This is an optimization exercise on Yosys and OpenROAD, whose aim is small area, a short achievable clock period and few clock cycles, not a production implementation. Only simulation tests tie the RTL to the original design; equivalence was not proved.

## US_CSC
module US_CSC (
   input  logic            Clock,
   input  logic            Resetn,
   output logic            SRAM_we_n,
   output logic   [17:0]   SRAM_address,
   input  logic   [15:0]   SRAM_read_data,
   output logic   [15:0]   SRAM_write_data,
   input  logic            US_CSC_enable,
   output logic            US_CSC_complete
);
Size: about 1900 cells after synthesis, about 55 I/O pins, ~21000 um^2 of cells after synthesis.
==> flow/config.mk <==
export PLATFORM = sky130hd
export DESIGN_NAME = US_CSC
export DESIGN_NICKNAME = US_CSC
export VERILOG_FILES = /design/flow/design.v
export SDC_FILE = /design/flow/constraint.sdc
export NUM_CORES = 4
export LEC_CHECK = 0
export CAP_MARGIN = 20
export CORE_MARGIN = 2
export CORE_UTILIZATION = 40
export SLEW_MARGIN = 20
==> flow/constraint.sdc <==
create_clock -name core_clock -period 13.5 [get_ports {Clock}]
set_input_delay 2.7000 -clock core_clock [delete_from_list [all_inputs] [get_ports {Clock}]]
set_output_delay 2.7000 -clock core_clock [all_outputs]
set_load 0.01 [all_outputs]
standard.sh (not shown) runs the stock make flow with config.mk's settings and CLKGATE_MAP_FILE= SYNTH_SCRIPT=/design/flow/synth_recipe.tcl, a recipe that flattens the netlist after the stock synthesis.
==> flow/flow/run.sh <==
#!/bin/bash
# Standard ORFS layout at the design's clock period and constraints; repair_timing
# is asked to keep extra setup slack so it works on the longest paths.
bash standard.sh SETUP_SLACK_MARGIN=9 TNS_END_PERCENT=10 CORE_UTILIZATION=60 CTS_BUF_LIST=sky130_fd_sc_hd__clkbuf_8 finish > standard_run.log 2>&1
Testbench counts at the start, summed over its fixed seeds: cycles 1,536,168.
Then changed:
==> flow/flow/run.sh (replaced) <==
#!/bin/bash
# Standard ORFS layout at the design's clock period and constraints; repair_timing
# is asked to keep extra setup slack so it works on the longest paths.
bash standard.sh SETUP_SLACK_MARGIN=9 CORE_UTILIZATION=60 CTS_BUF_LIST=sky130_fd_sc_hd__clkbuf_8 finish > standard_run.log 2>&1
Utilization came out higher by 0.18 points; sequential cell count is unchanged; fmax came out higher by 1.3%; global-route usage came out higher by 0.99 points; register-to-register slack gains 0.06 ns; sequential share of layout area stays flat; die area stays the same; clock-buffer cell count came out higher by 5.

========
Starting RTL as in the previous note.
Settings: LEC_CHECK=0, CAP_MARGIN=20, CORE_MARGIN=2, CORE_UTILIZATION=40, SLEW_MARGIN=20; clock period 13.5 ns.
==> flow/flow/run.sh <==
#!/bin/bash
# Standard ORFS layout at the design's clock period and constraints; repair_timing
# is asked to keep extra setup slack so it works on the longest paths.
bash standard.sh SETUP_SLACK_MARGIN=9 CORE_UTILIZATION=60 CTS_BUF_LIST=sky130_fd_sc_hd__clkbuf_4 finish > standard_run.log 2>&1
Testbench counts at the start, summed over its fixed seeds: cycles 1,536,168.
Then changed:
==> flow/flow/run.sh (replaced) <==
#!/bin/bash
# Standard ORFS layout at the design's clock period and constraints; repair_timing
# is asked to keep extra setup slack so it works on the longest paths.
bash standard.sh SETUP_SLACK_MARGIN=9 CORE_UTILIZATION=60 CTS_BUF_LIST=sky130_fd_sc_hd__clkbuf_8 CTS_CLUSTER_SIZE=20 CTS_CLUSTER_DIAMETER=60 finish > standard_run.log 2>&1
=>
- The new run ran to the end with no violations
- sequential share of layout area came out higher by 0.54 points
- via count came out lower by 2.6%
- cell count came out lower by 3.6%
- maximum frequency barely changes
Then changed:
==> flow/flow/run.sh (replaced) <==
#!/bin/bash
# Standard ORFS layout at the design's clock period and constraints; repair_timing
# is asked to keep 9 ns of setup slack, so it works on every path over 4.5 ns.
bash standard.sh SETUP_SLACK_MARGIN=9 CORE_UTILIZATION=60 finish > standard_run.log 2>&1
- synthesized area stays the same
- hold slack degrades by 13 ps
- final area rose by a few percent
- clock skew fell by 16 ps
- worst setup slack improves by 7.8 ps

========
US_CSC again, from the RTL that the note above started with.
## US_CSC
module US_CSC (
   input  logic            Clock,
   input  logic            Resetn,
   output logic            SRAM_we_n,
   output logic   [17:0]   SRAM_address,
   input  logic   [15:0]   SRAM_read_data,
   output logic   [15:0]   SRAM_write_data,
   input  logic            US_CSC_enable,
   output logic            US_CSC_complete
);
export LEC_CHECK = 0
export CAP_MARGIN = 20
export CORE_MARGIN = 2
export CORE_UTILIZATION = 40
export SLEW_MARGIN = 20
create_clock -name core_clock -period 13.5 [get_ports {Clock}]
==> flow/flow/run.sh <==
#!/bin/bash
# Standard ORFS layout at the design's clock period and constraints; repair_timing
# is asked to keep extra setup slack so it works on the longest paths.
bash standard.sh SETUP_SLACK_MARGIN=8.8 CORE_UTILIZATION=60 CTS_BUF_LIST=sky130_fd_sc_hd__clkbuf_8 finish > standard_run.log 2>&1
The baseline passed the timing, design-rule and antenna checks.
Testbench counts at the start, summed over its fixed seeds: cycles 1,536,168.
Change:
==> flow/flow/run.sh (replaced) <==
#!/bin/bash
# Standard ORFS layout at the design's clock period and constraints; repair_timing
# is asked to keep extra setup slack so it works on the longest paths.
bash standard.sh SETUP_SLACK_MARGIN=9 CORE_UTILIZATION=60 CTS_BUF_LIST=sky130_fd_sc_hd__clkbuf_16 CTS_CLUSTER_SIZE=24 CTS_CLUSTER_DIAMETER=60 finish > standard_run.log 2>&1
Flip-flop and latch count is unchanged.
Sequential share of layout area barely changes.
Maximum frequency hardly moves.
Routed wire length went down by 0.99%.
Utilization barely changes.
Non-clock buffer count went down by 4.

what the ideal ports hide:
The results above use ideal ports. As a check the final layouts listed here were re-extracted and re-timed, cells and wires unchanged.
Step 1 (the two cells are an assumption about what drives the block):
set clk [get_ports {Clock}]
set_driving_cell -lib_cell sky130_fd_sc_hd__clkbuf_16 $clk
set_driving_cell -lib_cell sky130_fd_sc_hd__buf_2 [delete_from_list [all_inputs] $clk]
Step 2, shift: input delay + t, output delay - t, t = (earliest + latest rising clock arrival at the registers) / 2. This alone moves slack from input paths to output paths.
a / b / c = no drivers / after step 1 / after step 2; a / b = the first two.
run	t, ns	setup WS [ns]	pins driven straight from the clock port
the first run of note 1	0.613	8.775 / 8.752 / 8.775	1
the second run of note 1	0.633	8.834 / 8.834 / 8.834	1
the first run of note 2	0.795	8.797 / 8.797 / 8.797	1
the second run of note 2	0.674	8.795 / 8.795 / 8.795	1
the third run of note 2	0.629	8.803 / 8.750 / 8.854	1
the first run of note 3	0.665	8.798 / 8.798 / 8.798	1
the second run of note 3	0.607	8.801 / 8.763 / 8.801	1
After both steps every run listed still meets setup and hold.
